Source: an optimization exercise on an open RTL-to-GDS flow (aim: small area, a short achievable clock period and few clock cycles). Production flows keep margins and buffers that such runs may drop.
Only simulation tests tie the RTL to the original design; equivalence was not proved.
Power is estimated from default activity; no workload was simulated.

Design VCU, start of the top module:
module VCU#(
    parameter NoOfElem = 4,
    parameter wordSize = 32,
    parameter memDepthC = 32,
    localparam memDepth = memDepthC - 2,
    localparam insSpace = 8  
)
(
    input clk,
    input RESET,
    input memWRTDone,
    input [wordSize - 1:0] BRAMdataIn,  
    output logic [wordSize-1: 0] BRAMDataOut,  
    output logic [memDepth-1+2:0]BRAMaddrByte,
    output logic [3:0]BRAMWREN,
    output logic BRAMENMEM,
    output logic done
);
    localparam K_TERM = 5, K_LDRF = 4, K_LDROW = 3, K_MUL = 2, K_AS = 1, K_JMP = 0;
    logic        mwd_r;      
    logic        run;        
    logic [5:0]  k;          
    logic [23:0] fld;        
    logic [5:0]  nk;         
    logic [23:0] nfld;
    logic [6:0]  cnt;        
    logic [3:0]  ph;         
    logic [29:0] pc;
    logic [29:0] addr;       
    logic        we;         
    logic        rf_valid;   
    logic [3:0]  wcnt;       
    logic [1:0]  ldp;        
    logic        p_last, p_stall, p_fetch, p_nload, p_rda, p_rdr, p_wr, p_jmpf;
    logic        p_mulwr, p_selB, p_digm, p_diga, p_ldrd, p_term, p_rfv;
    logic [5:0]  p_off;
    logic        s1_acc;     
    logic [31:0] dout;       
    logic [15:0] d_one, d_two, d_neg;    
    logic [5:0][31:0] r1;    
    logic [31:0] r2s, r2c;   
    logic [31:0] accA, accB;
    logic [15:0][31:0] rf;   
    assign BRAMaddrByte = {addr, 2'b00};
    assign BRAMWREN = {4{we}};
    assign BRAMENMEM = 1'b1;
    assign BRAMDataOut = dout;
    wire [7:0] iop = BRAMdataIn[31:24];
    wire [5:0] in_k = {iop == 8'h01, iop == 8'h04, iop == 8'h08,
                       iop == 8'h0c, iop == 8'h0f, iop == 8'h10};
    wire k_nop = ~|k;
    wire [5:0] newk = nk;
    wire [1:0] op = fld[23:22];
    logic        run_n;
    logic [5:0]  k_n;
    logic [6:0]  cnt_n;
    always_comb begin
        run_n = run;
        k_n = k;
        cnt_n = cnt;
        if (!run) begin
            if (!done && mwd_r) begin
                run_n = 1'b1;
                k_n = 6'd0;
                cnt_n = 7'd3;
            end
        end else begin
            if (p_term)
  ...
Settings: LEC_CHECK=0, ABC_AREA=1, CAP_MARGIN=20, CORE_MARGIN=2, CORE_UTILIZATION=40, PLACE_DENSITY=0.6, SLEW_MARGIN=20, TNS_END_PERCENT=20; clock period 10.0 ns.
standard.sh (not shown) runs the stock make flow with config.mk's settings and CLKGATE_MAP_FILE= SYNTH_SCRIPT=/design/flow/synth_recipe.tcl, a recipe that flattens the netlist after the stock synthesis.
==> flow/flow/run.sh <==
#!/bin/bash
# Standard layout (the standard.sh, standard synthesis), with:
#  - a clock tree without dummy loads, in larger sink clusters;
#  - every input and output port buffered with a plain buffer rather than a
#    delay cell.
# The SDC, clock period and I/O constraints are unchanged.
set -euo pipefail
bash standard.sh SETUP_SLACK_MARGIN=6.8 \
  "CTS_ARGS=-sink_clustering_enable -repair_clock_nets -dont_use_dummy_load -sink_clustering_size 30 -sink_clustering_max_diameter 80" \
  "BUFFER_PORTS_ARGS=-buffer_cell sky130_fd_sc_hd__buf_2" \
  finish > standard_flow.log 2>&1
The baseline finished clean.
Testbench counts at the start, summed over its fixed seeds: cycles 42,337.
Then changed:
Settings changed: TNS_END_PERCENT 20 to default.
Result: Routed wire length came out higher slightly. Cell count stays flat. Via count came out higher slightly. Power came out higher slightly. Sequential cell count does not change. Fmax came out higher slightly. Count of clock-buffer cells in the layout does not change.
Then changed:
--- a/flow/flow/run.sh
+++ b/flow/flow/run.sh
@@ -7,3 +7,3 @@
 set -euo pipefail
-bash standard.sh SETUP_SLACK_MARGIN=6.8 \
+bash standard.sh SETUP_SLACK_MARGIN=7.1 \
   "CTS_ARGS=-sink_clustering_enable -repair_clock_nets -dont_use_dummy_load -sink_clustering_size 30 -sink_clustering_max_diameter 80" \
Settings changed: ABC_AREA 1 to default.
The changed run ran to the end with no violations.
Clock-buffer cell count rises by 4.
Flip-flop and latch count does not change.
Wire length falls slightly.
Then changed:
--- a/flow/flow/run.sh
+++ b/flow/flow/run.sh
@@ -7,3 +7,3 @@
 set -euo pipefail
-bash standard.sh SETUP_SLACK_MARGIN=7.1 \
+bash standard.sh SETUP_SLACK_MARGIN=6.8 \
   "CTS_ARGS=-sink_clustering_enable -repair_clock_nets -dont_use_dummy_load -sink_clustering_size 30 -sink_clustering_max_diameter 80" \
Outcome: Utilization falls by 2.7 points. Clock power hardly moves. Area after synthesis stays the same. Sequential share of layout area came out higher by 2.5 points. Routed wire length fell by 5.2%. Final area is lower by 5.6%. Setup slack gets better by 16 ps. Synthesized cell count does not change.
Then changed:
--- a/flow/flow/run.sh
+++ b/flow/flow/run.sh
@@ -7,3 +7,3 @@
 set -euo pipefail
-bash standard.sh SETUP_SLACK_MARGIN=6.8 \
+bash standard.sh SETUP_SLACK_MARGIN=6.5 \
   "CTS_ARGS=-sink_clustering_enable -repair_clock_nets -dont_use_dummy_load -sink_clustering_size 30 -sink_clustering_max_diameter 80" \
What happened:
- sequential power climbs by about 0.7%
- fmax came out lower by 6.6%
- via count went down by 1.4%

[what the ideal ports hide]
Ports are ideal in the flow. The routed layouts listed here were re-timed in OpenROAD.
Step 1 assumes that a clkbuf_16 drives the clock port and a buf_2 every other input.
Step 2 times the ports against the registers' clock, not the clock port: input delays grow and output delays shrink by t, the midpoint of the rising clock arrivals with the driver on.
Slacks: ideal / step 1 / step 2; pairs: ideal / step 1.
| run | shift t [ns] | setup WS [ns] | worst register clock-pin slew, ns |
|---|---|---|---|
| the first run | 0.686 | 6.803 / 6.758 / 6.547 | 0.12 / 0.12 |
| the second run | 0.684 | 6.838 / 6.761 / 6.525 | 0.12 / 0.12 |
| the third run | 0.669 | 6.789 / 6.720 / 6.443 | 0.11 / 0.11 |
| the fourth run | 0.666 | 6.804 / 6.740 / 6.370 | 0.11 / 0.11 |
| the fifth run | 0.683 | 6.578 / 6.578 / 6.451 | 0.11 / 0.11 |
After both steps every run listed still meets setup and hold. The setup slack of the fourth run, which loses most, moves by -0.064 ns with the drivers and by -0.434 ns with both steps.
